Background: an optimization exercise with open tools, aiming at small area and a short achievable clock period. Do not read the settings as production practice.
Where RTL was checked, it was by simulation tests only, not by an equivalence proof against the original.
Function not checked in runs 2 to 6: the RTL went through the layout flow alone.
No activity file was given, so power comes from the tool's default toggle rates.

==> flow/design.v, too long to show whole: its modules and the start of the top module <==
// module fused_multiply_add: 845 lines
// module fma_fa: 4 lines
// module fma_ha: 4 lines
// module fma_gc: 3 lines
// module fma_gpc: 4 lines
// module fma_benc1: 6 lines
// module fma_benc: 5 lines
// module fma_bsel: 3 lines
module fused_multiply_add
(
     input                                   clk
   , input                                   rst
   , input                                   cntrl_load
   , input        [31:0]                     cntrl_init
   , input                                   pass
   , input        [15:0]                     m
   , input        [15:0]                     x
   , input        [15:0]                     c
   , output logic                            y_valid_r
   , output logic [31:0]                     y_w
);
  // ...
==> flow/flow/run.sh <==
#!/bin/bash
# The standard layout (standard.sh), with two changes:
#  - synthesis maps logic with ABC's &nf mapper in area-recovery mode (flow/abc_map.script) in place of
#    ORFS's abc_area.script, which maps XOR-heavy logic to NAND2 trees;
#  - the port buffers are plain buf_1 cells instead of the default choice.
set -u
WORK=$(pwd)
rm -rf "$WORK/scripts"
cp -r "$FLOW_HOME/scripts" "$WORK/scripts"
cp "$WORK/flow/abc_map.script" "$WORK/scripts/abc_area.script"
export SCRIPTS_DIR="$WORK/scripts"
export BUFFER_PORTS_ARGS="-buffer_cell sky130_fd_sc_hd__buf_1"
bash standard.sh > standard.log 2>&1
==> flow/flow/abc_map.script <==
strash
&get -n
&fraig -x
&put
scorr
dc2
strash
&get -n
&dch -f
&nf -R 1000
&put
==> flow/standard.sh <==
#!/bin/bash
# synth_recipe.tcl (not shown) runs the flow's synth.tcl, then flattens the netlist and writes it again
# the make line also repeats each setting of config.mk as NAME=value (left out here)
make -C /OpenROAD-flow-scripts/flow DESIGN_CONFIG=/design/flow/config.mk WORK_HOME=/design/flow/orfs CLKGATE_MAP_FILE= SYNTH_SCRIPT=/design/flow/synth_recipe.tcl "${@:-finish}"
==> flow/config.mk <==
export PLATFORM = sky130hd
export DESIGN_NAME = fused_multiply_add
export DESIGN_NICKNAME = fused_multiply_add
export VERILOG_FILES = /design/flow/design.v
export SDC_FILE = /design/flow/constraint.sdc
export NUM_CORES = 4
export LEC_CHECK = 0
export ABC_AREA = 1
export CAP_MARGIN = 20
export CORE_MARGIN = 2
export CORE_UTILIZATION = 60
export CTS_BUF_LIST = sky130_fd_sc_hd__clkbuf_8
export SETUP_SLACK_MARGIN = 3.4
export SLEW_MARGIN = 20
export SYNTH_HIERARCHICAL = 1
export SYNTH_MINIMUM_KEEP_SIZE = 0
==> flow/constraint.sdc <==
create_clock -name core_clock -period 8.0 [get_ports {clk}]
set_input_delay 1.6000 -clock core_clock [delete_from_list [all_inputs] [get_ports {clk}]]
set_output_delay 1.6000 -clock core_clock [all_outputs]
set_load 0.01 [all_outputs]
==> impl_metrics.csv, run 1 <==
group,metric,value,unit
run_status,status,"finished clean",
clock_tree,cts-hold-fix-buffers,0,
min_path,whs_path_depth,3,
yosys,synth_xor_area_share,13.97,%
die,num_io_pins,117,
clock_tree,clk_pin_slew,0.08,ns
yosys,synth_edf_count,0,
yosys,synth_compound_area_share,14.66,%
cells_and_area,multi_input_area,0.008987,mm^2
clock_tree,cts_buffers,9,
die,nWellTaps,225,
cells_and_area,buffers,142,
setup_path,required,6.40,ns
setup_path,path_delay_family,"compound AO/OA/AOI/OAI gates",
cells_and_area,fin_nets,1415,
power_and_ir_drop,p_sw_share,47.12,%
sta,fin_crit,4.508,ns
sta,finalSetupTns,0,ns
setup_path,path_buf_inv,1,
cells_and_area,sh_seq_area,12.27,%
setup_path,crit_path_max_fanout,8,
placed_design,port_buffers,116,
sta,relSlewSlack,41.49,%
power_and_ir_drop,leakagePower,4.896,nW
cells_and_area,num-fill-cells,1431,
clock_tree,post_cts_buffers,2,
cells_and_area,syn2layout_area_growth,13.85,%
clock_tree,cts.path.max_buffers,2,
power_and_ir_drop,pwr-share-clk,4.5,%
yosys,synth_cell_types,17,
power_and_ir_drop,p_seq,0.000727,W
yosys,synth_top_area_share,35.61,%
drt,met2_length,12.60,mm
setup_path,max_stage_delay,0.61,ns
power_and_ir_drop,comb_power_share,83.6,%
yosys,async_flop_share,0,%
grt,first_global_vias,7872,
cells_and_area,comb.multi_input.count,835,
==> run 2: changes to the inputs <==
--- a/flow/design.v
+++ b/flow/design.v
@@ -195,22 +195,22 @@
   fma_bsel u_b7_11 (.one(one7_d[1]), .two(two7_d[1]), .neg(neg7_d[1]), .xa(xe[11]), .xb(xe[10]), .p(pp7[11]));
   fma_bsel u_b7_12 (.one(one7_d[1]), .two(two7_d[1]), .neg(neg7_d[1]), .xa(xe[12]), .xb(xe[11]), .p(pp7[12]));
   fma_bsel u_b7_13 (.one(one7_d[1]), .two(two7_d[1]), .neg(neg7_d[1]), .xa(xe[13]), .xb(xe[12]), .p(pp7[13]));
   fma_bsel u_b7_14 (.one(one7_d[1]), .two(two7_d[1]), .neg(neg7_d[1]), .xa(xe[14]), .xb(xe[13]), .p(pp7[14]));
   fma_bsel u_b7_15 (.one(one7_d[1]), .two(two7_d[1]), .neg(neg7_d[1]), .xa(xe[15]), .xb(xe[14]), .p(pp7[15]));
   assign pp7[16] = (two7_d[1] & xe[15]) ^ neg7_d[1];
   wire s1, c2;
   fma_fa u_s1 (.a(ys_r[0]), .b(yc_r[0]), .ci(neg0), .s(s1), .co(c2));
-  wire s3, c4;
-  fma_fa u_s3 (.a(cg[0]), .b(pp0[0]), .ci(s1), .s(s3), .co(c4));
+  wire s3 = cg[0] ^ pp0[0];
+  wire c4 = cg[0] & pp0[0];
   wire s5, c6;
   fma_fa u_s5 (.a(ys_r[1]), .b(yc_r[1]), .ci(cg[1]), .s(s5), .co(c6));
   wire s7, c8;
-  fma_fa u_s7 (.a(pp0[1]), .b(c2), .ci(s5), .s(s7), .co(c8));
+  fma_fa u_s7 (.a(pp0[1]), .b(c2), .ci(c4), .s(s7), .co(c8));
   wire s9, c10;
   fma_fa u_s9 (.a(ys_r[2]), .b(yc_r[2]), .ci(neg1), .s(s9), .co(c10));
   wire s11, c12;
   fma_fa u_s11 (.a(cg[2]), .b(pp0[2]), .ci(pp1[0]), .s(s11), .co(c12));
   wire s13, c14;
   fma_fa u_s13 (.a(s9), .b(c6), .ci(s11), .s(s13), .co(c14));
   wire s15, c16;
   fma_fa u_s15 (.a(ys_r[3]), .b(yc_r[3]), .ci(cg[3]), .s(s15), .co(c16));
@@ -421,18 +421,18 @@
   wire s221, c222;
   fma_fa u_s221 (.a(pp5[8]), .b(pp6[6]), .ci(pp7[4]), .s(s221), .co(c222));
   wire s223, c224;
   fma_fa u_s223 (.a(c200), .b(c202), .ci(c204), .s(s223), .co(c224));
   wire s225, c226;
   fma_fa u_s225 (.a(s217), .b(s219), .ci(s221), .s(s225), .co(c226));
   wire s227, c228;
   fma_fa u_s227 (.a(c206), .b(c208), .ci(s223), .s(s227), .co(c228));
-  wire s229, c230;
-  fma_fa u_s229 (.a(s225), .b(c210), .ci(s227), .s(s229), .co(c230));
+  wire s229 = s225 ^ c210;
+  wire c230 = s225 & c210;
   wire s231, c232;
   fma_fa u_s231 (.a(ys_r[19]), .b(yc_r[19]), .ci(yt_r[19]), .s(s231), .co(c232));
   wire s233, c234;
   fma_fa u_s233 (.a(c214), .b(s231), .ci(c216), .s(s233), .co(c234));
   wire s235, c236;
   fma_fa u_s235 (.a(s233), .b(~neg1), .ci(pp2[15]), .s(s235), .co(c236));
   wire s237, c238;
   fma_fa u_s237 (.a(pp3[13]), .b(pp4[11]), .ci(pp5[9]), .s(s237), .co(c238));
@@ -453,18 +453,18 @@
   wire s253, c254;
   fma_fa u_s253 (.a(pp3[14]), .b(pp4[12]), .ci(pp5[10]), .s(s253), .co(c254));
   wire s255, c256;
   fma_fa u_s255 (.a(pp6[8]), .b(pp7[6]), .ci(c236), .s(s255), .co(c256));
   wire s257, c258;
   fma_fa u_s257 (.a(c238), .b(s251), .ci(s253), .s(s257), .co(c258));
   wire s259, c260;
   fma_fa u_s259 (.a(c240), .b(c242), .ci(s255), .s(s259), .co(c260));
-  wire s261, c262;
-  fma_fa u_s261 (.a(s257), .b(c244), .ci(s259), .s(s261), .co(c262));
+  wire s261 = s257 ^ c244;
+  wire c262 = s257 & c244;
   wire s263, c264;
   fma_fa u_s263 (.a(ys_r[21]), .b(yc_r[21]), .ci(yt_r[21]), .s(s263), .co(c264));
   wire s265, c266;
   fma_fa u_s265 (.a(c248), .b(s263), .ci(c250), .s(s265), .co(c266));
   wire s267, c268;
   fma_fa u_s267 (.a(s265), .b(~neg2), .ci(pp3[15]), .s(s267), .co(c268));
   wire s269, c270;
   fma_fa u_s269 (.a(pp4[13]), .b(pp5[11]), .ci(pp6[9]), .s(s269), .co(c270));
@@ -481,18 +481,18 @@
   wire s281, c282;
   fma_fa u_s281 (.a(s279), .b(c266), .ci(pp3[16]), .s(s281), .co(c282));
   wire s283, c284;
   fma_fa u_s283 (.a(pp4[14]), .b(pp5[12]), .ci(pp6[10]), .s(s283), .co(c284));
   wire s285, c286;
   fma_fa u_s285 (.a(pp7[8]), .b(c268), .ci(c270), .s(s285), .co(c286));
   wire s287, c288;
   fma_fa u_s287 (.a(s281), .b(s283), .ci(c272), .s(s287), .co(c288));
-  wire s289, c290;
-  fma_fa u_s289 (.a(s285), .b(c274), .ci(s287), .s(s289), .co(c290));
+  wire s289 = s285 ^ c274;
+  wire c290 = s285 & c274;
   wire s291, c292;
   fma_fa u_s291 (.a(ys_r[23]), .b(yc_r[23]), .ci(yt_r[23]), .s(s291), .co(c292));
   wire s293, c294;
   fma_fa u_s293 (.a(c278), .b(s291), .ci(c280), .s(s293), .co(c294));
   wire s295, c296;
   fma_fa u_s295 (.a(s293), .b(~neg3), .ci(pp4[15]), .s(s295), .co(c296));
   wire s297, c298;
   fma_fa u_s297 (.a(pp5[13]), .b(pp6[11]), .ci(pp7[9]), .s(s297), .co(c298));
@@ -505,18 +505,18 @@
   wire s305, c306;
   fma_fa u_s305 (.a(yt_r[24]), .b(c292), .ci(s303), .s(s305), .co(c306));
   wire s307, c308;
   fma_fa u_s307 (.a(s305), .b(c294), .ci(pp4[16]), .s(s307), .co(c308));
   wire s309, c310;
   fma_fa u_s309 (.a(pp5[14]), .b(pp6[12]), .ci(pp7[10]), .s(s309), .co(c310));
   wire s311, c312;
   fma_fa u_s311 (.a(c296), .b(c298), .ci(s307), .s(s311), .co(c312));
-  wire s313, c314;
-  fma_fa u_s313 (.a(s309), .b(c300), .ci(s311), .s(s313), .co(c314));
+  wire s313 = s309 ^ c300;
+  wire c314 = s309 & c300;
   wire s315, c316;
   fma_fa u_s315 (.a(ys_r[25]), .b(yc_r[25]), .ci(yt_r[25]), .s(s315), .co(c316));
   wire s317, c318;
   fma_fa u_s317 (.a(c304), .b(s315), .ci(c306), .s(s317), .co(c318));
   wire s319, c320;
   fma_fa u_s319 (.a(s317), .b(~neg4), .ci(pp5[15]), .s(s319), .co(c320));
   wire s321, c322;
   fma_fa u_s321 (.a(pp6[13]), .b(pp7[11]), .ci(c308), .s(s321), .co(c322));
@@ -559,19 +559,19 @@
   wire s359, c360;
   fma_fa u_s359 (.a(s357), .b(c352), .ci(pp7[16]), .s(s359), .co(c360));
   wire s361 = c354 ^ s359;
   wire c362 = c354 & s359;
   wire s363, c364;
   fma_fa u_s363 (.a(ys_r[31]), .b(yc_r[31]), .ci(c358), .s(s363), .co(c364));
   wire s365, c366;
   fma_fa u_s365 (.a(s363), .b(~neg7), .ci(c360), .s(s365), .co(c366));
-  wire [25:14] r2 = {s323, 1'b0, s301, 1'b0, s275, 1'b0, s245, 1'b0, s211, s193, s175, s157};
-  wire [31:0] r0 = {c362, c356, c350, c342, c334, c324, s321, c302, c288, c276, s273, c246, s243, c212, c192, s191, s173, c138, c124, c108, c94, c80, c68, c56, c46, c36, c28, c20, c14, c8, c4, s3};
-  wire [31:0] r1 = {s365, s361, s355, s349, s341, s333, c314, s313, c290, s289, c262, s261, c230, s229, c194, c176, c158, c140, s139, s123, s107, s93, s79, s67, s55, s45, s35, s27, s19, s13, s7, 1'b0};
+  wire [25:14] r2 = {s323, s313, s301, s289, s275, s261, s245, s229, s211, s193, s175, s157};
+  wire [31:0] r0 = {c362, c356, c350, c342, c334, c324, s321, s311, c288, s287, s273, s259, s243, s227, c192, s191, s173, c138, c124, c108, c94, c80, c68, c56, c46, c36, c28, c20, c14, c8, s5, s1};
+  wire [31:0] r1 = {s365, s361, s355, s349, s341, s333, c314, c302, c290, c276, c262, c246, c230, c212, c194, c176, c158, c140, s139, s123, s107, s93, s79, s67, s55, s45, s35, s27, s19, s13, s7, s3};
   always_ff @(posedge clk)
     if (rst) y_valid_r <= 1'b0;
     else     y_valid_r <= pass;
   wire o14_0s, o14_0c;
   fma_fa u_ofo14_0 (.a(ys_r[14]), .b(yc_r[14]), .ci(yt_r[14]), .s(o14_0s), .co(o14_0c));
   wire o15_1s, o15_1c;
   fma_fa u_ofo15_1 (.a(ys_r[15]), .b(yc_r[15]), .ci(yt_r[15]), .s(o15_1s), .co(o15_1c));
   wire o16_1s, o16_1c;
@@ -602,18 +602,17 @@
   fma_ha u_oh28 (.a(ys_r[28]), .b(yc_r[28]), .s(os28_1), .co(oc28_1));
   wire os29_1, oc29_1;
   fma_ha u_oh29 (.a(ys_r[29]), .b(yc_r[29]), .s(os29_1), .co(oc29_1));
   wire os30_1, oc30_1;
   fma_ha u_oh30 (.a(ys_r[30]), .b(yc_r[30]), .s(os30_1), .co(oc30_1));
   wire o31_0s, o31_0c;
   fma_fa u_ofo31_0 (.a(ys_r[31]), .b(yc_r[31]), .ci(oc30_1), .s(o31_0s), .co(o31_0c));
   wire [31:0] ya_g, ya_p, ya;
-  assign ya_p[0] = ys_r[0];
-  assign ya_g[0] = 1'b0;
+  fma_ha u_ya_h0 (.a(ys_r[0]), .b(yc_r[0]), .s(ya_p[0]), .co(ya_g[0]));
   fma_ha u_ya_h1 (.a(ys_r[1]), .b(yc_r[1]), .s(ya_p[1]), .co(ya_g[1]));
   fma_ha u_ya_h2 (.a(ys_r[2]), .b(yc_r[2]), .s(ya_p[2]), .co(ya_g[2]));
   fma_ha u_ya_h3 (.a(ys_r[3]), .b(yc_r[3]), .s(ya_p[3]), .co(ya_g[3]));
   fma_ha u_ya_h4 (.a(ys_r[4]), .b(yc_r[4]), .s(ya_p[4]), .co(ya_g[4]));
   fma_ha u_ya_h5 (.a(ys_r[5]), .b(yc_r[5]), .s(ya_p[5]), .co(ya_g[5]));
   fma_ha u_ya_h6 (.a(ys_r[6]), .b(yc_r[6]), .s(ya_p[6]), .co(ya_g[6]));
   fma_ha u_ya_h7 (.a(ys_r[7]), .b(yc_r[7]), .s(ya_p[7]), .co(ya_g[7]));
   fma_ha u_ya_h8 (.a(ys_r[8]), .b(yc_r[8]), .s(ya_p[8]), .co(ya_g[8]));
@@ -637,16 +636,18 @@
   fma_ha u_ya_h25 (.a(o24_1c), .b(o25_1s), .s(ya_p[25]), .co(ya_g[25]));
   fma_ha u_ya_h26 (.a(o25_1c), .b(os26_1), .s(ya_p[26]), .co(ya_g[26]));
   fma_ha u_ya_h27 (.a(oc26_1), .b(os27_1), .s(ya_p[27]), .co(ya_g[27]));
   fma_ha u_ya_h28 (.a(oc27_1), .b(os28_1), .s(ya_p[28]), .co(ya_g[28]));
   fma_ha u_ya_h29 (.a(oc28_1), .b(os29_1), .s(ya_p[29]), .co(ya_g[29]));
   fma_ha u_ya_h30 (.a(oc29_1), .b(os30_1), .s(ya_p[30]), .co(ya_g[30]));
   assign ya_p[31] = o31_0s;
   assign ya_g[31] = 1'b0;
+  wire ya_G1;
+  fma_gc u_ya_n1 (.gh(ya_g[1]), .ph(ya_p[1]), .gl(ya_g[0]), .g(ya_G1));
   wire ya_G2, ya_P2;
   fma_gpc u_ya_n2 (.gh(ya_g[3]), .ph(ya_p[3]), .gl(ya_g[2]), .pl(ya_p[2]), .g(ya_G2), .p(ya_P2));
   wire ya_G3, ya_P3;
   fma_gpc u_ya_n3 (.gh(ya_g[5]), .ph(ya_p[5]), .gl(ya_g[4]), .pl(ya_p[4]), .g(ya_G3), .p(ya_P3));
   wire ya_G4, ya_P4;
   fma_gpc u_ya_n4 (.gh(ya_g[7]), .ph(ya_p[7]), .gl(ya_g[6]), .pl(ya_p[6]), .g(ya_G4), .p(ya_P4));
   wire ya_G5, ya_P5;
   fma_gpc u_ya_n5 (.gh(ya_g[9]), .ph(ya_p[9]), .gl(ya_g[8]), .pl(ya_p[8]), .g(ya_G5), .p(ya_P5));
@@ -667,19 +668,19 @@
   fma_gpc u_ya_n13 (.gh(ya_g[25]), .ph(ya_p[25]), .gl(ya_g[24]), .pl(ya_p[24]), .g(ya_G13), .p(ya_P13));
   wire ya_G14, ya_P14;
   fma_gpc u_ya_n14 (.gh(ya_g[27]), .ph(ya_p[27]), .gl(ya_g[26]), .pl(ya_p[26]), .g(ya_G14), .p(ya_P14));
   wire ya_G15, ya_P15;
   fma_gpc u_ya_n15 (.gh(ya_g[29]), .ph(ya_p[29]), .gl(ya_g[28]), .pl(ya_p[28]), .g(ya_G15), .p(ya_P15));
   wire ya_P16 = ya_p[31] & ya_p[30];
   wire ya_G16 = ya_p[31] & ya_g[30];
   wire ya_G17;
-  fma_gc u_ya_n17 (.gh(ya_g[2]), .ph(ya_p[2]), .gl(ya_g[1]), .g(ya_G17));
+  fma_gc u_ya_n17 (.gh(ya_g[2]), .ph(ya_p[2]), .gl(ya_G1), .g(ya_G17));
   wire ya_G18;
-  fma_gc u_ya_n18 (.gh(ya_G2), .ph(ya_P2), .gl(ya_g[1]), .g(ya_G18));
+  fma_gc u_ya_n18 (.gh(ya_G2), .ph(ya_P2), .gl(ya_G1), .g(ya_G18));
   wire ya_G19, ya_P19;
   fma_gpc u_ya_n19 (.gh(ya_g[6]), .ph(ya_p[6]), .gl(ya_G3), .pl(ya_P3), .g(ya_G19), .p(ya_P19));
   wire ya_G20, ya_P20;
   fma_gpc u_ya_n20 (.gh(ya_G4), .ph(ya_P4), .gl(ya_G3), .pl(ya_P3), .g(ya_G20), .p(ya_P20));
   wire ya_G21, ya_P21;
   fma_gpc u_ya_n21 (.gh(ya_g[10]), .ph(ya_p[10]), .gl(ya_G5), .pl(ya_P5), .g(ya_G21), .p(ya_P21));
   wire ya_G22, ya_P22;
   fma_gpc u_ya_n22 (.gh(ya_G6), .ph(ya_P6), .gl(ya_G5), .pl(ya_P5), .g(ya_G22), .p(ya_P22));
@@ -795,18 +796,18 @@
   fma_gc u_ya_n77 (.gh(ya_G61), .ph(ya_P61), .gl(ya_G56), .g(ya_G77));
   wire ya_G78;
   fma_gc u_ya_n78 (.gh(ya_G62), .ph(ya_P62), .gl(ya_G56), .g(ya_G78));
   wire ya_G79;
   fma_gc u_ya_n79 (.gh(ya_G63), .ph(ya_P63), .gl(ya_G56), .g(ya_G79));
   wire ya_G80;
   fma_gc u_ya_n80 (.gh(ya_G64), .ph(ya_P64), .gl(ya_G56), .g(ya_G80));
   assign ya[0] = ya_p[0];
-  assign ya[1] = ya_p[1];
-  assign ya[2] = ya_p[2] ^ ya_g[1];
+  assign ya[1] = ya_p[1] ^ ya_g[0];
+  assign ya[2] = ya_p[2] ^ ya_G1;
   assign ya[3] = ya_p[3] ^ ya_G17;
   assign ya[4] = ya_p[4] ^ ya_G18;
   assign ya[5] = ya_p[5] ^ ya_G33;
   assign ya[6] = ya_p[6] ^ ya_G34;
   assign ya[7] = ya_p[7] ^ ya_G35;
   assign ya[8] = ya_p[8] ^ ya_G36;
   assign ya[9] = ya_p[9] ^ ya_G49;
   assign ya[10] = ya_p[10] ^ ya_G50;
==> flow/flow/run.sh (replaced) <==
#!/bin/bash
# The standard layout (standard.sh), with two changes:
#  - synthesis maps logic with ABC's &nf mapper (flow/abc_map.script) in place of
#    ORFS's abc_area.script, which maps XOR-heavy logic to NAND2 trees;
#  - the port buffers are plain buf_1 cells instead of the default choice.
set -u
WORK=$(pwd)
rm -rf "$WORK/scripts"
cp -r "$FLOW_HOME/scripts" "$WORK/scripts"
cp "$WORK/flow/abc_map.script" "$WORK/scripts/abc_area.script"
export SCRIPTS_DIR="$WORK/scripts"
export BUFFER_PORTS_ARGS="-buffer_cell sky130_fd_sc_hd__buf_1"
bash standard.sh > standard.log 2>&1
==> flow/flow/abc_map.script (replaced) <==
strash
&get -n
&fraig -x
&put
scorr
dc2
dretime
strash
&get -n
&dch -f
&nf {D}
&put
--- a/flow/config.mk
+++ b/flow/config.mk
@@ -5,12 +5,12 @@
 export SDC_FILE = /design/flow/constraint.sdc
 export NUM_CORES = 4
 export LEC_CHECK = 0
 export ABC_AREA = 1
 export CAP_MARGIN = 20
 export CORE_MARGIN = 2
 export CORE_UTILIZATION = 60
 export CTS_BUF_LIST = sky130_fd_sc_hd__clkbuf_8
-export SETUP_SLACK_MARGIN = 3.4
+export SETUP_SLACK_MARGIN = 3.7
 export SLEW_MARGIN = 20
 export SYNTH_HIERARCHICAL = 1
 export SYNTH_MINIMUM_KEEP_SIZE = 0
==> run 2 against run 1 <==
Still clean on timing, DRC and antenna. Clock-buffer cell count is 1 lower. Flip-flop and latch count is 5 higher. Wire length is 14% higher. Worst setup slack better by 0.055 ns. Critical endpoint is now y_w[27].
==> impl_metrics.csv, run 2 <==
group,metric,value,unit
run_status,status,"finished clean",
power_and_ir_drop,power,0.006423,W
yosys,synthMostInstantiatedCell,"fa_1",
yosys,async_flop_share,0,%
cells_and_area,num-fill-cells,1174,
setup_path,path_class,"flip-flop to output pin",
setup_path,cp-start-kind,"flip-flop",
yosys,seq_area_frac_synth,14.67,%
sta,worst_pin_slew,0.9159,ns
power_and_ir_drop,ir_worst_vdd,0.0004852,V
yosys,ys_warn_count,7,
clock_tree,cts_buffers,9,
clock_tree,cts.path.max_buffers,2,
sta,slew_violations,0,
clock_tree,htree_levels,3,
min_path,min_to,"ys_r[0]$_DFF_P_",
yosys,synth_edf_count,0,
drt,drt-pass1-iter-count,9,
sta,finalHoldViolations,0,
yosys,synth_top_family_by_area,"adder cells",
setup_path,r2r_cells,8,
sta,fmax,224.5,MHz
setup_path,crit_path_max_fanout,8,
yosys,yosys-top-cells-area,"fa_1 (34%), dfxtp_1 (15%), xnor2_1 (11%)",
setup_path,worstPathArrival,2.85,ns
yosys,synth-simple-area-share,8.572,%
clock_tree,cts_root_buffer,"clkbuf_8",
sta,relSlewSlack,38.94,%
drt,drc,0,
setup_path,required,6.40,ns
cells_and_area,syn2layout_area_growth,25.79,%
yosys,synth_adder_area_share,40.29,%
sta,fin_crit_sh,55.67,%
min_path,min_from,"yc_r[0]$_SDFF_PP0_",
sta,finalSetupTns,0,ns
power_and_ir_drop,power-per-cell-area,485.9,mW/mm^2
yosys,synth_xor_area_share,15.00,%
setup_path,r2r_slack,4.09,ns
die,coreArea,0.01724,mm^2
drt,drt-wirelength-per-cell,20.92,um
grt,grt_max_degree,77,
clock_tree,cts_tree,"done",
job,maxCapViolCount,0,
die,die_w,136.3,um
yosys,synth_cell_types,16,
yosys,syn_inst,951,
yosys,synth-main-ff-cell,"dfxtp_1",
clock_tree,cts_sinks,77,
placed_design,place_congestion,0.8598,
cells_and_area,reg_top3,"yc_r: 32 flops, ys_r: 32 flops, yt_r: 12 flops",
yosys,postSynthAreaPerCell,11.05,um^2
grt,antenna_found_initial,0,
die,initial_core_util,60.97,%
die,die_h,136.3,um
cells_and_area,fin_nets,1468,
drt,drt-total-wl,28.94,mm
yosys,ys_ff_latch,77,
grt,first_global_vias,7998,
min_path,hold_class,"flip-flop to flip-flop",
yosys,synth_top_area_share,34.10,%
yosys,synthTopCellsByCount,"fa_1 (179), xnor2_1 (135), a22oi_1 (120)",
setup_path,critPathCaptureType,"output pin",
die,dieArea,0.01859,mm^2
sta,fin_crit,4.454,ns
sta,setup_viol_count_final,0,
cells_and_area,drive_above_1_share,25.39,%
cells_and_area,final_common_cell,"fa_1",
min_path,whs_path_depth,2,
cells_and_area,final_cell_mix,"fa_1 (146), xnor2_1 (120), a22oi_1 (97), buf_1 (80), buf_4 (71)",
clock_tree,cts-hold-fix-buffers,0,
power_and_ir_drop,leakagePower,5.537,nW
placed_design,dpl.hpwl,19.04,mm
yosys,synth_compound_area_share,15.50,%
grt,overflow,0,
grt,grt_pass1_wl,41.59,mm
yosys,synth_mux_area_share,3.429,%
drt,viasPerCell,6.025,
sta,finClkSkew,0.01066,ns
grt,grtUsageTotal,29.42,%
die,num_io_pins,117,
placed_design,port_buffers,116,
setup_path,regToRegEndpoint,"ys_r[28]$_DFF_P_",
cells_and_area,diodes,0,
yosys,syn-cell-area,0.01051,mm^2
drt,ant_nets,0,
clock_tree,clk_pin_slew,0.09,ns
setup_path,r2r_start,"ys_r[23]$_DFF_P_",
sta,rsz0062_at_grt,"yes",
die,std_cell_rows,48,
clock_tree,insertion_delay,0.38,ns
yosys,yosysTopAreaCell,"fa_1",
drt,vias,8332,
drt,drt-initial-drc-count,1000,
## run 2: cell types whose count changed after synthesis, sizes merged
cell | previous run | this run
fa | 184 | 179
a21oi | 1 | 15
o21ai | 14 | 0
nand2 | 43 | 0
nand3 | 0 | 15
nor2b | 54 | 45
ha | 46 | 52
buf | 16 | 15
conb | 1 | 0
xor2 | 30 | 45
o21a | 0 | 14
a21o | 72 | 73
dfxtp | 72 | 77
## run 2: Yosys stat by module, one instance, submodules excluded
module / cells / flops+latches / cell area, um^2 / times used
fma_benc1: 5 / 0 / 32.53 / 14
fused_multiply_add: 311 / 77 / 3263 / 1
fma_bsel: 2 / 0 / 16.27 / 120
fma_gc: 1 / 0 / 7.507 / 30
fma_fa: 1 / 0 / 20.02 / 179
fma_ha: 1 / 0 / 12.51 / 35
fma_gpc: 2 / 0 / 13.76 / 43
## run 2: where the power goes
group / switching, W / internal [W]
clock network: 0.000151 / 0.000191
logic: 0.00262 / 0.00270
registers: 0.000155 / 0.000607
## run 2: cells by family after synthesis
family                     Yosys count
and+or+nand+nor                    153
muxes                               32
xor gates and xnor gates           180
DFF                                 77
adders and majority gates          231
buffers and inverters               56
AOI/OAI and AO/OA                  222
## run 2: worst max-delay path by stage
stage                        startpoint                  end  slack, ns  cells after the start
global route           ys_r[15]$_DFF_P_              y_w[27]       3.46                      9
floorplan                          m[1]  yc_r[13]$_SDFF_PP0_       3.70                      9
CTS                 yc_r[15]$_SDFF_PP0_              y_w[31]       3.55                      9
global placement                   m[1]  yc_r[13]$_SDFF_PP0_       2.58                     10
finish                 ys_r[15]$_DFF_P_              y_w[27]       3.55                      9
detailed placement                 pass  yc_r[13]$_SDFF_PP0_       2.54                      9
## run 2: cell type report
cell class,instances,area (um^2),share of cell area (%)
clock buffers,11,151.4,1.145
clock inverters,5,73.82,0.5584
inverters,41,158.9,1.202
multi-input cells,821,9548,72.23
flip-flops and latches,77,1564,11.83
well taps,225,281.5,2.130
repair buffers,203,1441,10.90
## run 2: metrics by stage
step                      worst slack (ns)  hold slack [ns]  cell area, um^2  cells  utilization (%)
after detailed placement             2.538           0.6622            11300   1279            65.57
after floorplan                      3.698           0.6162            10670    951                -
after global placement               2.576           0.6470            11300   1279            65.57
after CTS                            3.546           0.6809            12170   1315            70.59
final                                3.546           0.6729            13220   1383            76.69
after global routing                 3.463           0.7029            13220   1383            76.69
## run 2: per-layer routing
metal	routed length (um)	up-vias	global-route usage [%]	share of wire (%)
met5	0	-	0	0
met1	11470	4116	39.72	40
met2	14110	436	49.36	49
li1	-	3663	-	-
met4	1228	0	8.333	4.2
met3	2132	117	4.623	7.4
## run 2: what timing repair did
action | in CTS | in global routing
resized for setup | 123 | 127
buffers inserted | 17 | 61
pin swaps | 38 | 105
gates cloned | 3 | 7
endpoints found under the setup margin | 75 | 37
## run 2: critical path, stage by stage, from the launching register on
cell     delay (ns)
dfxtp_4        0.36
fa_2           0.60
ha_4           0.21
and2_4         0.15
and2_4         0.16
a21o_4         0.23
a21o_4         0.26
a21o_1         0.21
xor2_1         0.15
buf_2          0.15
==> run 3: changes to the inputs <==
--- a/flow/config.mk
+++ b/flow/config.mk
@@ -6,11 +6,11 @@
 export NUM_CORES = 4
 export LEC_CHECK = 0
 export ABC_AREA = 1
-export CAP_MARGIN = 20
+export CAP_MARGIN = 5
 export CORE_MARGIN = 2
 export CORE_UTILIZATION = 60
 export CTS_BUF_LIST = sky130_fd_sc_hd__clkbuf_8
-export SETUP_SLACK_MARGIN = 3.7
-export SLEW_MARGIN = 20
+export SETUP_SLACK_MARGIN = 3.4
+export SLEW_MARGIN = 5
 export SYNTH_HIERARCHICAL = 1
 export SYNTH_MINIMUM_KEEP_SIZE = 0
==> run 3 against run 2 <==
Critical path type unchanged. Core utilization down 7.1 points. Register-to-register slack improved by 0.03 ns. Sequential share of layout area is 1.1 points higher. Synthesized cell count did not move. Sequential power down 0.7%. Largest power group unchanged. Global-route usage fell by 0.89 points. Combinational power is 7.9% lower. Worst hold slack improved by 0.023 ns. Still clean. Maximum frequency down 1.0%. Wire length decreased by 13%.
==> impl_metrics.csv, run 3 <==
group,metric,value,unit
run_status,status,"finished clean",
power_and_ir_drop,p_switching,0.002794,W
job,maxCapViolCount,0,
cells_and_area,fin_cells,1315,
sta,slew_violations,0,
setup_path,required,6.40,ns
yosys,synthTopCellsByCount,"fa_1 (179), xnor2_1 (135), a22oi_1 (120)",
clock_tree,insertion_delay,0.38,ns
power_and_ir_drop,leakagePower,5.001,nW
yosys,synth_cell_types,16,
power_and_ir_drop,power-per-cell-area,504.1,mW/mm^2
power_and_ir_drop,pwr-share-clk,6.4,%
yosys,yosysTopAreaCell,"fa_1",
power_and_ir_drop,pwr-share-seq,12.5,%
clock_tree,cts_root_buffer,"clkbuf_8",
power_and_ir_drop,p_sw_share,46.20,%
cells_and_area,fin_nets,1400,
clock_tree,cts_tree,"done",
clock_tree,htree_levels,3,
clock_tree,cts.path.max_buffers,2,
yosys,yosys-top-cells-area,"fa_1 (34%), dfxtp_1 (15%), xnor2_1 (11%)",
sta,setup_viol_count_final,0,
setup_path,path_class,"flip-flop to output pin",
drt,top_layer_used,"met4",
power_and_ir_drop,power,0.006048,W
setup_path,cp_slowest_cell,"fa_1",
setup_path,worstPathArrival,2.90,ns
cells_and_area,diodes,0,
placed_design,placed_cell_area,0.01117,mm^2
yosys,synth-main-ff-cell,"dfxtp_1",
sta,rsz0062_at_grt,"yes",
drt,vias,7712,
placed_design,place_congestion,0.8618,
clock_tree,cts_buffers,9,
cells_and_area,syn2layout_area_growth,14.17,%
sta,relSlewSlack,37.86,%
clock_tree,cts_sinks,77,
cells_and_area,num-fill-cells,1350,
setup_path,critPathCaptureType,"output pin",
setup_path,cp_cell_sequence,"fa_1, ha_4, and2_0, and2_4, a21o_4, a21o_4, a21o_1, xor2_1, buf_2",
die,dieArea,0.01859,mm^2
setup_path,crit_path_max_fanout,8,
placed_design,dp_cells,1283,
cells_and_area,seq_area,0.001551,mm^2
die,die_h,136.3,um
yosys,seq_area_frac_synth,14.67,%
sta,fmax,222.2,MHz
setup_path,max_stage_delay,0.58,ns
yosys,async_flop_share,0,%
setup_path,cpMostUsedCell,"a21o_4",
sta,fin_crit,4.500,ns
clock_tree,clk_pin_slew,0.09,ns
cells_and_area,final_cell_mix,"fa_1 (179), xnor2_1 (135), a22oi_1 (120), buf_1 (96), dfxtp_1 (71)",
drt,drt-initial-drc-count,525,
sta,worst_pin_slew,0.9320,ns
drt,drt-wirelength-per-cell,19.25,um
sta,finClkSkew,0.009927,ns
drt,viasPerCell,5.865,
min_path,hold_class,"flip-flop to flip-flop",
sta,finalHoldViolations,0,
yosys,synthMostInstantiatedCell,"fa_1",
drt,drc,0,
power_and_ir_drop,p_int,0.003254,W
sta,fin_crit_sh,56.25,%
yosys,synth_edf_count,0,
die,initial_core_util,60.97,%
setup_path,cp-start-kind,"flip-flop",
yosys,syn-cell-area,0.01051,mm^2
power_and_ir_drop,ir_worst_vdd,0.0005231,V
drt,wl_met1,10.98,mm
yosys,ys_warn_count,7,
die,die_w,136.3,um
drt,drt-total-wl,25.31,mm
cells_and_area,multi_input_area,0.009066,mm^2
placed_design,port_buffers,116,
die,coreArea,0.01724,mm^2
clock_tree,cts-hold-fix-buffers,0,
drt,met3_length,1.382,mm
grt,grt_max_degree,77,
yosys,syn_inst,951,
grt,first_global_vias,7912,
die,std_cell_rows,48,
placed_design,dpl.hpwl,18.98,mm
drt,met2_length,12.24,mm
grt,grt_pass1_wl,40.47,mm
grt,antenna_found_initial,0,
drt,drt-pass1-iter-count,5,
cells_and_area,reg_top3,"yc_r: 32 flops, ys_r: 32 flops, yt_r: 12 flops",
cells_and_area,final_common_cell,"fa_1",
yosys,synth_top_area_share,34.10,%
cells_and_area,design_area,0.01200,mm^2
yosys,postSynthAreaPerCell,11.05,um^2
power_and_ir_drop,comb_power_share,81.1,%
drt,ant_nets,0,
sta,finalSetupTns,0,ns
cells_and_area,drive_above_1_share,10.37,%
grt,grtUsageTotal,28.52,%
die,num_io_pins,117,
grt,overflow,0,
yosys,ys_ff_latch,77,
[run 3: cell families after synthesis]
logic type | synth area share, %
DFF | 14.67
muxes | 3.429
AOI/OAI and AO/OA | 15.50
buffers and inverters | 2.536
xor gates and xnor gates | 15.00
and+or+nand+nor | 8.572
adders and majority gates | 40.29
[run 3: metrics by stage]
| step | hold slack [ns] | util [%] | worst slack [ns] |
|---|---|---|---|
| after detailed placement | 0.6697 | 64.81 | 2.270 |
| final | 0.6964 | 69.61 | 3.500 |
| after floorplan | 0.6162 | - | 3.435 |
| after global routing | 0.7265 | 69.61 | 3.381 |
| after CTS | 0.7019 | 67.71 | 3.390 |
| after global placement | 0.6543 | 64.81 | 2.341 |
[run 3: timing repair]
item                                    in CTS  in global routing
buffers inserted                             5                 10
resized for setup                           79                 69
pin swaps                                    2                 11
gates cloned                                 0                  1
endpoints found under the setup margin      59                 34
[run 3: layout make-up]
type	instances	area share, %
clock inverters	4	0.7821
inverters	41	1.314
well taps	225	2.346
multi-input cells	819	75.57
repair buffers	137	5.684
flip-flops and latches	77	12.93
clock buffers	12	1.377
[run 3: power by group through the flow]
stage / registers [W] / logic [W] / clock network, W
6_report: 0.000756 / 0.00490 / 0.000388
5_1_grt: 0.000784 / 0.00571 / 0.000407
4_1_cts: 0.000757 / 0.00488 / 0.000395
3_5_place_dp: 0.000764 / 0.00477 / 0
3_3_place_gp: 0.000760 / 0.00471 / 0
2_1_floorplan: 0.000731 / 0.00355 / 0
[run 3: worst paths after layout]
path	to	startpoint	slack, ns	cells after the start
setup / recovery	y_w[31]	yc_r[15]$_SDFF_PP0_	3.50	9
hold / removal	ys_r[1]$_DFF_P_	yc_r[1]$_SDFF_PP0_	0.70	2
setup reg to reg	ys_r[28]$_DFF_P_	ys_r[23]$_DFF_P_	4.12	8
hold reg to reg	ys_r[1]$_DFF_P_	yc_r[1]$_SDFF_PP0_	0.70	2
[run 3: worst max-delay path: cells and delay by family (launching register included)]
family	cells	cell delay, ns
AO/OA/AOI/OAI	3	0.74
XOR/XNOR	1	0.14
adder cells (fa/ha/maj)	2	0.79
buffers and inverters	1	0.14
flip-flops	1	0.36
AND/OR/NAND/NOR	2	0.33
[run 3: metal layers]
layer | GRT usage, % | vias to the layer above
li1 | - | 3516
met1 | 39.75 | 3896
met5 | 0 | -
met4 | 9.954 | 0
met2 | 46.18 | 249
met3 | 3.766 | 51
[run 3: per-module statistics from Yosys, one instance, submodules excluded]
module | flops+latches | cell area, um^2 | cells inside
fused_multiply_add | 77 | 3263 | 311
fma_bsel | 0 | 16.27 | 2
fma_benc1 | 0 | 32.53 | 5
fma_ha | 0 | 12.51 | 1
fma_gpc | 0 | 13.76 | 2
fma_gc | 0 | 7.507 | 1
fma_fa | 0 | 20.02 | 1
==> run 4: changes to the inputs <==
--- a/flow/config.mk
+++ b/flow/config.mk
@@ -6,11 +6,11 @@
 export NUM_CORES = 4
 export LEC_CHECK = 0
 export ABC_AREA = 1
-export CAP_MARGIN = 5
+export CAP_MARGIN = 20
 export CORE_MARGIN = 2
 export CORE_UTILIZATION = 60
 export CTS_BUF_LIST = sky130_fd_sc_hd__clkbuf_8
-export SETUP_SLACK_MARGIN = 3.4
-export SLEW_MARGIN = 5
+export SETUP_SLACK_MARGIN = 3.55
+export SLEW_MARGIN = 20
 export SYNTH_HIERARCHICAL = 1
 export SYNTH_MINIMUM_KEEP_SIZE = 0
==> run 4 against run 3 <==
Flip-flop and latch count did not move. Clock skew rose by 0.0060 ns. Register-to-register slack improved by 0.03 ns. Core utilization rose by 4.2 points. Largest cell class unchanged. First-iteration DRC count rose by 40%. Sequential power barely moved. Combinational power rose by 5.1%. Still clean on timing, DRC and antenna. Clock-buffer cell count fell by 2. Total power rose by 3.2%.
==> impl_metrics.csv, run 4 <==
group,metric,value,unit
run_status,status,"finished clean",
yosys,yosys-top-cells-area,"fa_1 (34%), dfxtp_1 (15%), xnor2_1 (11%)",
job,maxCapViolCount,0,
cells_and_area,reg_top3,"yc_r: 32 flops, ys_r: 32 flops, yt_r: 12 flops",
power_and_ir_drop,p_int,0.003380,W
grt,first_global_vias,8154,
grt,antenna_found_initial,0,
yosys,synth_top_area_share,34.10,%
setup_path,cp_cell_sequence,"clkbuf_4, buf_12, and2_4, a22oi_1, xnor2_1, fa_1, fa_1, fa_1, fa_1, mux2_1",
yosys,postSynthAreaPerCell,11.05,um^2
sta,setup_viol_count_final,0,
sta,fin_crit_sh,55.46,%
yosys,synthTopCellsByCount,"fa_1 (179), xnor2_1 (135), a22oi_1 (120)",
yosys,synth-main-ff-cell,"dfxtp_1",
grt,grtUsageTotal,29.83,%
power_and_ir_drop,leakagePower,5.381,nW
power_and_ir_drop,power-per-cell-area,490.9,mW/mm^2
drt,viasPerCell,5.934,
power_and_ir_drop,p_switching,0.002861,W
yosys,syn-cell-area,0.01051,mm^2
cells_and_area,fin_cells,1368,
placed_design,dp_cells,1283,
setup_path,cpMostUsedCell,"fa_1",
clock_tree,clk_pin_slew,0.09,ns
sta,finalHoldViolations,0,
setup_path,crit_path_max_fanout,13,
min_path,hold_class,"flip-flop to flip-flop",
power_and_ir_drop,comb_power_share,82.6,%
yosys,ys_warn_count,7,
setup_path,max_stage_delay,0.49,ns
cells_and_area,diodes,0,
clock_tree,insertion_delay,0.37,ns
die,std_cell_rows,48,
sta,rsz0062_at_grt,"yes",
cells_and_area,syn2layout_area_growth,20.99,%
yosys,seq_area_frac_synth,14.67,%
setup_path,path_class,"primary input to flip-flop",
sta,finClkSkew,0.01597,ns
setup_path,worstPathArrival,4.69,ns
placed_design,place_congestion,0.8750,
drt,drc,0,
yosys,synth_cell_types,16,
power_and_ir_drop,power,0.006241,W
power_and_ir_drop,p_sw_share,45.84,%
placed_design,dpl.hpwl,19.23,mm
cells_and_area,drive_above_1_share,18.37,%
die,coreArea,0.01724,mm^2
sta,slew_violations,0,
clock_tree,cts_buffers,9,
yosys,synthMostInstantiatedCell,"fa_1",
sta,worst_pin_slew,0.9583,ns
setup_path,path_delay_family,"adder cells",
drt,drt-pass1-iter-count,8,
setup_path,cp_slowest_cell,"fa_1",
drt,ant_nets,0,
clock_tree,htree_levels,3,
clock_tree,cts_root_buffer,"clkbuf_8",
die,num_io_pins,117,
placed_design,placed_cell_area,0.01118,mm^2
die,dieArea,0.01859,mm^2
sta,finalSetupTns,0,ns
cells_and_area,final_common_cell,"fa_1",
grt,grt_pass1_wl,42.17,mm
drt,vias,8118,
setup_path,cp-start-kind,"primary input",
power_and_ir_drop,ir_worst_vdd,0.0005490,V
die,initial_core_util,60.97,%
power_and_ir_drop,pwr-share-clk,5.3,%
die,die_h,136.3,um
clock_tree,cts.path.max_buffers,2,
yosys,synth_edf_count,0,
yosys,yosysTopAreaCell,"fa_1",
setup_path,required,8.25,ns
setup_path,critPathCaptureType,"flip-flop",
yosys,async_flop_share,0,%
drt,drt-initial-drc-count,736,
die,die_w,136.3,um
placed_design,port_buffers,116,
sta,fin_crit,4.437,ns
grt,grt_max_degree,77,
cells_and_area,design_area,0.01271,mm^2
drt,drt-total-wl,27.66,mm
clock_tree,cts_tree,"done",
clock_tree,cts_sinks,77,
yosys,syn_inst,951,
cells_and_area,num-fill-cells,1280,
power_and_ir_drop,pwr-share-seq,12.1,%
setup_path,path_buf_inv,2,
grt,overflow,0,
sta,relSlewSlack,36.12,%
sta,fmax,225.4,MHz
cells_and_area,fin_nets,1454,
yosys,ys_ff_latch,77,
cells_and_area,final_cell_mix,"fa_1 (173), xnor2_1 (130), a22oi_1 (115), buf_1 (83), a21o_1 (69)",
drt,drt-wirelength-per-cell,20.22,um
run 4: cells by family after synthesis:
logic type               after synthesis  share of synthesized area (%)
adder cells (fa/ha/maj)              231                          40.29
flip-flops                            77                          14.67
buffers and inverters                 56                          2.536
AO/OA/AOI/OAI                        222                          15.50
multiplexers                          32                          3.429
XOR/XNOR                             180                          15.00
AND/OR/NAND/NOR                      153                          8.572
run 4: stage by stage:
stage          utilization, %  hold WS (ns)  setup slack, ns
2_1_floorplan               -        0.6162            3.536
3_3_place_gp            64.85        0.6520            2.402
3_5_place_dp            64.85        0.6451            2.347
4_1_cts                 69.85        0.6778            3.528
5_1_grt                 73.77        0.7136            3.469
6_report                73.77        0.6733            3.563
run 4: per-layer routing:
layer,up-vias,track usage [%],routed length [um],share of wire [%]
met4,0,6.771,829,3.0
met1,4047,40.10,11380,41
met2,368,51.42,13530,49
met3,74,4.213,1917,6.9
met5,-,0,0,0
li1,3629,-,-,-
run 4: final cells by class:
cell class                      count  area [um^2]  share of cell area (%)
Multi-Input combinational cell    820         9241                   72.68
Clock inverter                      5        76.32                  0.6003
Clock buffer                       10        137.6                   1.082
Timing Repair Buffer              190         1267                   9.969
Inverter                           41        155.1                   1.220
Tap cell                          225        281.5                   2.214
Sequential cell                    77         1555                   12.23
run 4: repair_timing:
| action | 4_1_cts | 5_1_grt |
|---|---|---|
| pin swaps | 24 | 45 |
| hold buffers | 0 | 0 |
| cloned | 1 | 6 |
| buffers inserted | 22 | 41 |
| setup endpoints to repair | 66 | 31 |
| gates resized for setup | 138 | 66 |
run 4: worst reg2reg max path, cell delays in order (launching register included):
cell,delay [ns]
dfxtp_1,0.34
fa_1,0.46
fa_1,0.44
fa_1,0.42
fa_1,0.43
fa_1,0.54
fa_1,0.45
fa_1,0.40
mux2_1,0.28
run 4: Yosys stat by module (local to each module, per instance):
module | copies in the design | cell area [um^2] | flip-flops and latches | cells
fused_multiply_add | 1 | 3263 | 77 | 311
fma_bsel | 120 | 16.27 | 0 | 2
fma_gc | 30 | 7.507 | 0 | 1
fma_gpc | 43 | 13.76 | 0 | 2
fma_benc1 | 14 | 32.53 | 0 | 5
fma_fa | 179 | 20.02 | 0 | 1
fma_ha | 35 | 12.51 | 0 | 1
run 4: final timing paths:
check / from / endpoint / slack, ns / cells after the start
max: pass / ys_r[12]$_DFF_P_ / 3.56 / 10
min: yc_r[0]$_SDFF_PP0_ / ys_r[0]$_DFF_P_ / 0.67 / 2
max reg2reg: ys_r[23]$_DFF_P_ / ys_r[28]$_DFF_P_ / 4.15 / 8
min reg2reg: yc_r[0]$_SDFF_PP0_ / ys_r[0]$_DFF_P_ / 0.67 / 2
run 4: power by group through the flow:
stage	registers, W	logic, W	clock network (W)
after floorplan	0.000731	0.00355	0
after global placement	0.000762	0.00470	0
after detailed placement	0.000764	0.00479	0
after CTS	0.000758	0.00506	0.000342
after global routing	0.000786	0.00588	0.000361
final	0.000756	0.00515	0.000333
==> run 5: changes to the inputs <==
--- a/flow/config.mk
+++ b/flow/config.mk
@@ -8,9 +8,9 @@
 export ABC_AREA = 1
 export CAP_MARGIN = 20
 export CORE_MARGIN = 2
-export CORE_UTILIZATION = 60
+export CORE_UTILIZATION = 72
 export CTS_BUF_LIST = sky130_fd_sc_hd__clkbuf_8
-export SETUP_SLACK_MARGIN = 3.55
+export SETUP_SLACK_MARGIN = 3.4
 export SLEW_MARGIN = 20
 export SYNTH_HIERARCHICAL = 1
 export SYNTH_MINIMUM_KEEP_SIZE = 0
==> run 5 against run 4 <==
Via count fell by 3.0%. Still clean. Highest routed layer unchanged. Critical path type is now flip-flop to output pin. Clock power rose by 4%. Sequential share of layout area rose by 0.88 points. Largest cell class unchanged.
==> impl_metrics.csv, run 5 <==
group,metric,value,unit
placed_design,dpl.hpwl,18.85,mm
placed_design,place_congestion,0.9232,
power_and_ir_drop,pwr-share-seq,12.2,%
sta,rsz0062_at_grt,"yes",
die,initial_core_util,73.14,%
power_and_ir_drop,p_switching,0.002894,W
cells_and_area,design_area,0.01184,mm^2
cells_and_area,fin_nets,1391,
clock_tree,htree_levels,3,
sta,slew_violations,0,
clock_tree,clk_pin_slew,0.08,ns
die,dieArea,0.01558,mm^2
cells_and_area,reg_top3,"yc_r: 32 flops, ys_r: 32 flops, yt_r: 12 flops",
die,die_h,124.8,um
setup_path,r2r_cells,8,
yosys,postSynthAreaPerCell,11.05,um^2
sta,fin_crit_sh,56.45,%
yosys,synthMostInstantiatedCell,"fa_1",
sta,relSlewSlack,40.99,%
setup_path,cp-start-kind,"flip-flop",
drt,drt-total-wl,25.43,mm
setup_path,path_class,"flip-flop to output pin",
cells_and_area,final_util,82.39,%
drt,drc,0,
yosys,synth_edf_count,0,
yosys,synth_cell_types,16,
sta,fin_crit,4.516,ns
yosys,synthTopCellsByCount,"fa_1 (179), xnor2_1 (135), a22oi_1 (120)",
clock_tree,cts_buffers,9,
grt,antenna_found_initial,0,
clock_tree,cts_root_buffer,"clkbuf_8",
yosys,synth-main-ff-cell,"dfxtp_1",
power_and_ir_drop,ir_worst_vdd,0.0005425,V
sta,finalSetupTns,0,ns
die,die_w,124.8,um
setup_path,r2r_start,"ys_r[23]$_DFF_P_",
clock_tree,insertion_delay,0.40,ns
cells_and_area,drive_above_1_share,9.991,%
grt,first_global_vias,8239,
sta,fmax,221.4,MHz
yosys,async_flop_share,0,%
drt,viasPerCell,6.225,
yosys,syn-cell-area,0.01051,mm^2
grt,grt_pass1_wl,41.50,mm
sta,whs,0.6742,ns
clock_tree,cts_sinks,77,
cells_and_area,seq_area,0.001553,mm^2
yosys,syn_inst,951,
setup_path,crit_path_max_fanout,8,
cells_and_area,multi_input_area,0.009071,mm^2
sta,finalHoldViolations,0,
cells_and_area,num-fill-cells,899,
grt,overflow,0,
power_and_ir_drop,p_sw_share,46.87,%
clock_tree,cts_tree,"done",
min_path,whs_path_depth,2,
cells_and_area,diodes,0,
power_and_ir_drop,power-per-cell-area,521.6,mW/mm^2
cells_and_area,final_common_cell,"fa_1",
drt,ant_nets,0,
min_path,min_from,"ys_r[0]$_DFF_P_",
sta,finClkSkew,0.01413,ns
run_status,status,"finished clean",
grt,grtUsageTotal,33.73,%
die,coreArea,0.01437,mm^2
setup_path,required,6.40,ns
drt,drt-wirelength-per-cell,20.10,um
yosys,ys_warn_count,7,
placed_design,placed_cell_area,0.01112,mm^2
power_and_ir_drop,pwr-share-clk,5.6,%
setup_path,critPathCaptureType,"output pin",
setup_path,worstPathArrival,2.92,ns
yosys,ys_ff_latch,77,
power_and_ir_drop,comb_power_share,82.2,%
min_path,hold_class,"flip-flop to flip-flop",
die,num_io_pins,117,
die,std_cell_rows,44,
power_and_ir_drop,p_int,0.003281,W
cells_and_area,final_cell_mix,"fa_1 (179), xnor2_1 (135), a22oi_1 (120), buf_1 (98), a21o_1 (70)",
cells_and_area,syn2layout_area_growth,12.66,%
setup_path,startpoint,"yc_r[15]$_SDFF_PP0_",
yosys,seq_area_frac_synth,14.67,%
grt,grt_max_degree,77,
drt,drt-pass1-iter-count,8,
yosys,yosysTopAreaCell,"fa_1",
yosys,synth_top_area_share,34.10,%
sta,worst_pin_slew,0.8851,ns
power_and_ir_drop,leakagePower,4.914,nW
drt,vias,7875,
drt,drt-initial-drc-count,904,
yosys,yosys-top-cells-area,"fa_1 (34%), dfxtp_1 (15%), xnor2_1 (11%)",
clock_tree,cts.path.max_buffers,2,
sta,setup_viol_count_final,0,
job,maxCapViolCount,0,
placed_design,port_buffers,116,
run 5: cell count changes in the layout (fill, tap and decap cells not counted), moves of 6 or more:
| cell | previous run | this run |
|---|---|---|
| buf_1 | 83 | 98 |
| buf_12 | 7 | 0 |
| buf_2 | 21 | 4 |
| buf_4 | 62 | 12 |
| fa_1 | 173 | 179 |
| fa_2 | 6 | 0 |
run 5: timing repair:
action,4_1_cts,5_1_grt
setup endpoints to repair,58,33
buffers inserted,4,2
cloned,0,1
hold buffers,0,0
pin swaps,1,9
resized for setup,75,71
run 5: metal layers:
layer | part of all wire [%] | global-route usage, %
met5 | 0 | 0
met4 | 3.1 | 11.70
met3 | 7.4 | 4.768
met2 | 49 | 55.93
met1 | 40 | 46.09
run 5: modules after synthesis (local to each module, per instance), excerpt:
module     cells inside  flops+latches  times used
fma_benc1             5              0          14
fma_bsel              2              0         120
fma_gpc               2              0          43
fma_ha                1              0          35
fma_fa                1              0         179
fma_gc                1              0          30
run 5: worst max-delay path, cell delays in order, from the launching register on:
cell and delay, ns:
dfxtp_2 0.34, fa_1 0.59, ha_4 0.22, and2_1 0.17
and2_4 0.16, a21o_4 0.24, a21o_4 0.26, a21o_1 0.24
xor2_1 0.16, buf_2 0.13
run 5: power by group through the flow:
stage | logic [W] | clock network, W | registers (W)
floorplan | 0.00355 | 0 | 0.000731
global placement | 0.00466 | 0 | 0.000757
detailed placement | 0.00482 | 0 | 0.000762
CTS | 0.00494 | 0.000351 | 0.000757
global route | 0.00580 | 0.000367 | 0.000785
finish | 0.00507 | 0.000346 | 0.000756
run 5: per-stage QoR:
stage	power, W	instances	worst slack [ns]
floorplan	0.004284	951	3.435
global route	0.006951	1265	3.388
detailed placement	0.005585	1242	2.269
finish	0.006175	1265	3.484
CTS	0.006044	1262	3.403
global placement	0.005413	1242	2.327
run 5: final cells by class:
cell class,instances,share of cell area (%)
clock buffer,10,1.163
clock inverter,6,0.7292
sequential,77,13.12
multi-input combinational,819,76.62
tap,184,1.945
inverter,41,1.332
timing repair buffer,128,5.094
run 5: logic make-up (layout without fill, tap and decap cells):
group | Yosys count | in the layout | synth area share, %
multiplexers | 32 | 32 | 3.429
adder cells (fa/ha/maj) | 231 | 231 | 40.29
buffers and inverters | 56 | 185 | 2.536
AND/OR/NAND/NOR | 153 | 153 | 8.572
AO/OA/AOI/OAI | 222 | 223 | 15.50
flip-flops | 77 | 77 | 14.67
XOR/XNOR | 180 | 180 | 15.00
run 5: worst paths after layout:
kind	end	slack (ns)
setup / recovery	y_w[31]	3.48
hold / removal	ys_r[0]$_DFF_P_	0.67
hold reg to reg	ys_r[0]$_DFF_P_	0.67
setup reg to reg	ys_r[28]$_DFF_P_	4.13
==> run 6: changes to the inputs <==
==> flow/flow/abc_map.script (replaced) <==
strash
&get -n
&fraig -x
&put
scorr
dc2
strash
&get -n
&dch -f
&nf -R 1000
&put
--- a/flow/config.mk
+++ b/flow/config.mk
@@ -8,7 +8,7 @@
 export ABC_AREA = 1
 export CAP_MARGIN = 20
 export CORE_MARGIN = 2
-export CORE_UTILIZATION = 72
+export CORE_UTILIZATION = 60
 export CTS_BUF_LIST = sky130_fd_sc_hd__clkbuf_8
 export SETUP_SLACK_MARGIN = 3.4
 export SLEW_MARGIN = 20
==> run 6 against run 5 <==
Still clean. Via count is 2.5% lower. Worst hold slack better by 0.0030 ns. Worst setup slack worse by 0.034 ns. Largest power group unchanged. Highest routed layer unchanged.
==> impl_metrics.csv, run 6 <==
group,metric,value,unit
grt,first_global_vias,7773,
grt,grt_pass1_wl,39.94,mm
setup_path,path_class,"primary input to flip-flop",
die,std_cell_rows,48,
sta,setup_viol_count_final,0,
sta,slew_violations,0,
yosys,synth-main-ff-cell,"dfxtp_1",
clock_tree,cts_buffers,9,
setup_path,critPathCaptureType,"flip-flop",
die,dieArea,0.01850,mm^2
drt,drt-total-wl,25.39,mm
grt,grtUsageTotal,28.31,%
yosys,async_flop_share,0,%
sta,finalHoldViolations,0,
cells_and_area,drive_above_1_share,11.38,%
sta,rsz0062_at_grt,"yes",
yosys,yosys-top-cells-area,"fa_1 (34%), dfxtp_1 (15%), xnor2_1 (11%)",
placed_design,dp_cells,1308,
die,coreArea,0.01718,mm^2
grt,overflow,0,
sta,fin_crit_sh,56.87,%
drt,drc,0,
sta,finClkSkew,0.006383,ns
cells_and_area,reg_top3,"yc_r: 32 flops, ys_r: 32 flops, yt_r: 12 flops",
setup_path,max_stage_delay,0.53,ns
drt,drt-initial-drc-count,644,
clock_tree,cts_sinks,77,
setup_path,cpMostUsedCell,"fa_1",
yosys,ys_warn_count,7,
yosys,synth_top_area_share,34.27,%
power_and_ir_drop,ir_worst_vdd,0.0004390,V
die,initial_core_util,60.87,%
yosys,syn_inst,965,
power_and_ir_drop,leakagePower,5.080,nW
run_status,status,"finished clean",
sta,finalSetupTns,0,ns
drt,ant_nets,0,
setup_path,cp-start-kind,"primary input",
grt,grt_max_degree,77,
grt,antenna_found_initial,1,
setup_path,cp_cell_sequence,"clkbuf_2, buf_12, nor2_2, nand2_1, o21ai_4, buf_4, a22oi_1, xnor2_1, fa_1, fa_1, fa_1, fa_1, nor2b_1",
drt,vias,7676,
min_path,hold_class,"flip-flop to flip-flop",
sta,fmax,219.8,MHz
cells_and_area,num-fill-cells,1427,
yosys,synthMostInstantiatedCell,"fa_1",
placed_design,dpl.hpwl,19.14,mm
placed_design,place_congestion,0.9117,
clock_tree,htree_levels,3,
clock_tree,cts_root_buffer,"clkbuf_8",
yosys,seq_area_frac_synth,14.74,%
cells_and_area,syn2layout_area_growth,14.71,%
sta,fin_crit,4.550,ns
clock_tree,clk_pin_slew,0.09,ns
setup_path,worstPathArrival,4.80,ns
yosys,ys_ff_latch,77,
yosys,synth_cell_types,16,
yosys,synth_edf_count,0,
cells_and_area,final_common_cell,"fa_1",
power_and_ir_drop,power-per-cell-area,496.2,mW/mm^2
setup_path,required,8.25,ns
drt,drt-pass1-iter-count,6,
sta,worst_pin_slew,0.9159,ns
die,die_h,136.0,um
placed_design,port_buffers,116,
yosys,synthTopCellsByCount,"fa_1 (179), xnor2_1 (135), a22oi_1 (120)",
cells_and_area,fin_nets,1426,
sta,relSlewSlack,38.94,%
die,num_io_pins,117,
cells_and_area,fin_cells,1342,
yosys,syn-cell-area,0.01046,mm^2
clock_tree,cts_tree,"done",
drt,drt-wirelength-per-cell,18.92,um
clock_tree,insertion_delay,0.39,ns
job,maxCapViolCount,0,
yosys,postSynthAreaPerCell,10.83,um^2
drt,viasPerCell,5.720,
setup_path,cp_slowest_cell,"fa_1",
yosys,yosysTopAreaCell,"fa_1",
cells_and_area,final_cell_mix,"fa_1 (179), xnor2_1 (133), a22oi_1 (120), buf_1 (100), a21o_1 (70)",
clock_tree,cts.path.max_buffers,2,
setup_path,crit_path_max_fanout,11,
die,die_w,136.0,um
[run 6: layout make-up]
cell class	count	area, um^2	area share (%)
multi-input combinational	833	8956	74.68
tap	225	281.5	2.347
inverter	41	155.1	1.294
timing repair buffer	149	812.0	6.771
clock inverter	5	82.58	0.6886
antenna	1	2.502	0.02087
sequential	77	1551	12.94
clock buffer	11	151.4	1.262
[run 6: logic make-up (layout without fill, tap and decap cells)]
group / Yosys count / in the layout / share of synthesized area, %
and+or+nand+nor: 195 / 195 / 10.28
adders and majority gates: 231 / 231 / 40.50
buffers and inverters: 56 / 206 / 2.549
other: 0 / 1 / 0
muxes: 32 / 32 / 3.447
DFF: 77 / 77 / 14.74
xor gates and xnor gates: 166 / 166 / 13.91
AOI/OAI and AO/OA: 208 / 209 / 14.58
[run 6: through the flow]
stage,total power (W),instance area [um^2],hold WS (ns),utilization (%),setup slack (ns)
detailed placement,0.005444,11190,0.6597,65.15,2.284
global route,0.006764,11990,0.7187,69.82,3.371
floorplan,0.004231,10460,0.6162,-,3.421
global placement,0.005384,11190,0.6528,65.15,2.325
finish,0.005951,11990,0.6772,69.82,3.450
CTS,0.005899,11560,0.6844,67.30,3.373
[run 6: worst paths after layout]
check                                           end  cells after the start          startpoint  slack, ns
worst max-delay path            yt_r[17]$_SDFF_PP0_                     13                m[1]       3.45
worst min-delay path                ys_r[1]$_DFF_P_                      2  yc_r[1]$_SDFF_PP0_       0.68
worst max register to register     ys_r[28]$_DFF_P_                      8    ys_r[23]$_DFF_P_       4.12
worst min register to register      ys_r[1]$_DFF_P_                      2  yc_r[1]$_SDFF_PP0_       0.68
[run 6: per-module statistics from Yosys (local to each module, per instance)]
module,cells inside,flops+latches,cell area (um^2),times used
fma_bsel,2,0,16.27,120
fma_gc,1,0,7.507,30
fused_multiply_add,311,77,3244,1
fma_gpc,2,0,13.76,43
fma_benc1,6,0,30.03,14
fma_ha,1,0,12.51,35
fma_fa,1,0,20.02,179
[run 6: routing by layer]
layer	GRT usage [%]	part of all wire [%]	vias up
li1	-	-	3569
met3	4.586	4.8	46
met5	0	0	-
met1	37.97	43	3835
met4	9.259	2.4	0
met2	47.12	49	226
[run 6: power by group]
group          total [W]  internal, W  switching [W]  leakage [nW]
Sequential      0.000752     0.000600       0.000152         0.646
Combinational    0.00484      0.00240        0.00244          4.33
Clock           0.000357     0.000193       0.000165         0.108
Total            0.00595      0.00320        0.00275          5.08
[run 6: critical path, delay by kind of cell]
kind	cells	cell delay (ns)
fa+ha+maj	4	1.85
buf+inv	3	0.46
simple gates	3	0.42
xor+xnor	1	0.28
compound gates	2	0.18
[run 6: what timing repair did]
action,CTS,global route
hold buffers,0,0
resized for setup,71,90
endpoints found under the setup margin,59,33
pin swaps,1,16
setup buffers,3,10
cloned,0,4

[what the ideal ports hide]
Ports are ideal in the flow. The routed layouts listed here were re-timed in OpenROAD.
Step 1 assumes that a clkbuf_16 drives the clock port and a buf_2 every other input.
Step 2 adds t to the input delays and takes it off the output delays; t is the mean of the earliest and latest rising clock arrival at the registers after step 1. Input paths then give back, and output paths get back, about the clock's delay inside the block.
a / b / c = ideal / step 1 / step 2; a / b = the first two.
| run | shift t [ns] | setup WS [ns] | clock arrival spread, ns | worst data-port slew with drivers (ns) |
|---|---|---|---|---|
| run 1 | 0.415 | 3.492 / 3.447 / 3.096 | 0.012 / 0.012 | 0.07 |
| run 2 | 0.416 | 3.546 / 3.503 / 3.124 | 0.014 / 0.014 | 0.15 |
| run 3 | 0.419 | 3.500 / 3.458 / 3.076 | 0.010 / 0.010 | 0.08 |
| run 4 | 0.409 | 3.563 / 3.522 / 3.175 | 0.016 / 0.016 | 0.12 |
| run 5 | 0.430 | 3.484 / 3.444 / 3.054 | 0.014 / 0.014 | 0.08 |
| run 6 | 0.433 | 3.450 / 3.439 / 3.038 | 0.009 / 0.008 | 0.07 |
After both steps setup and hold are still met in every run listed. The setup slack of run 5, which loses most, moves by -0.040 ns with the drivers and by -0.430 ns with both steps.
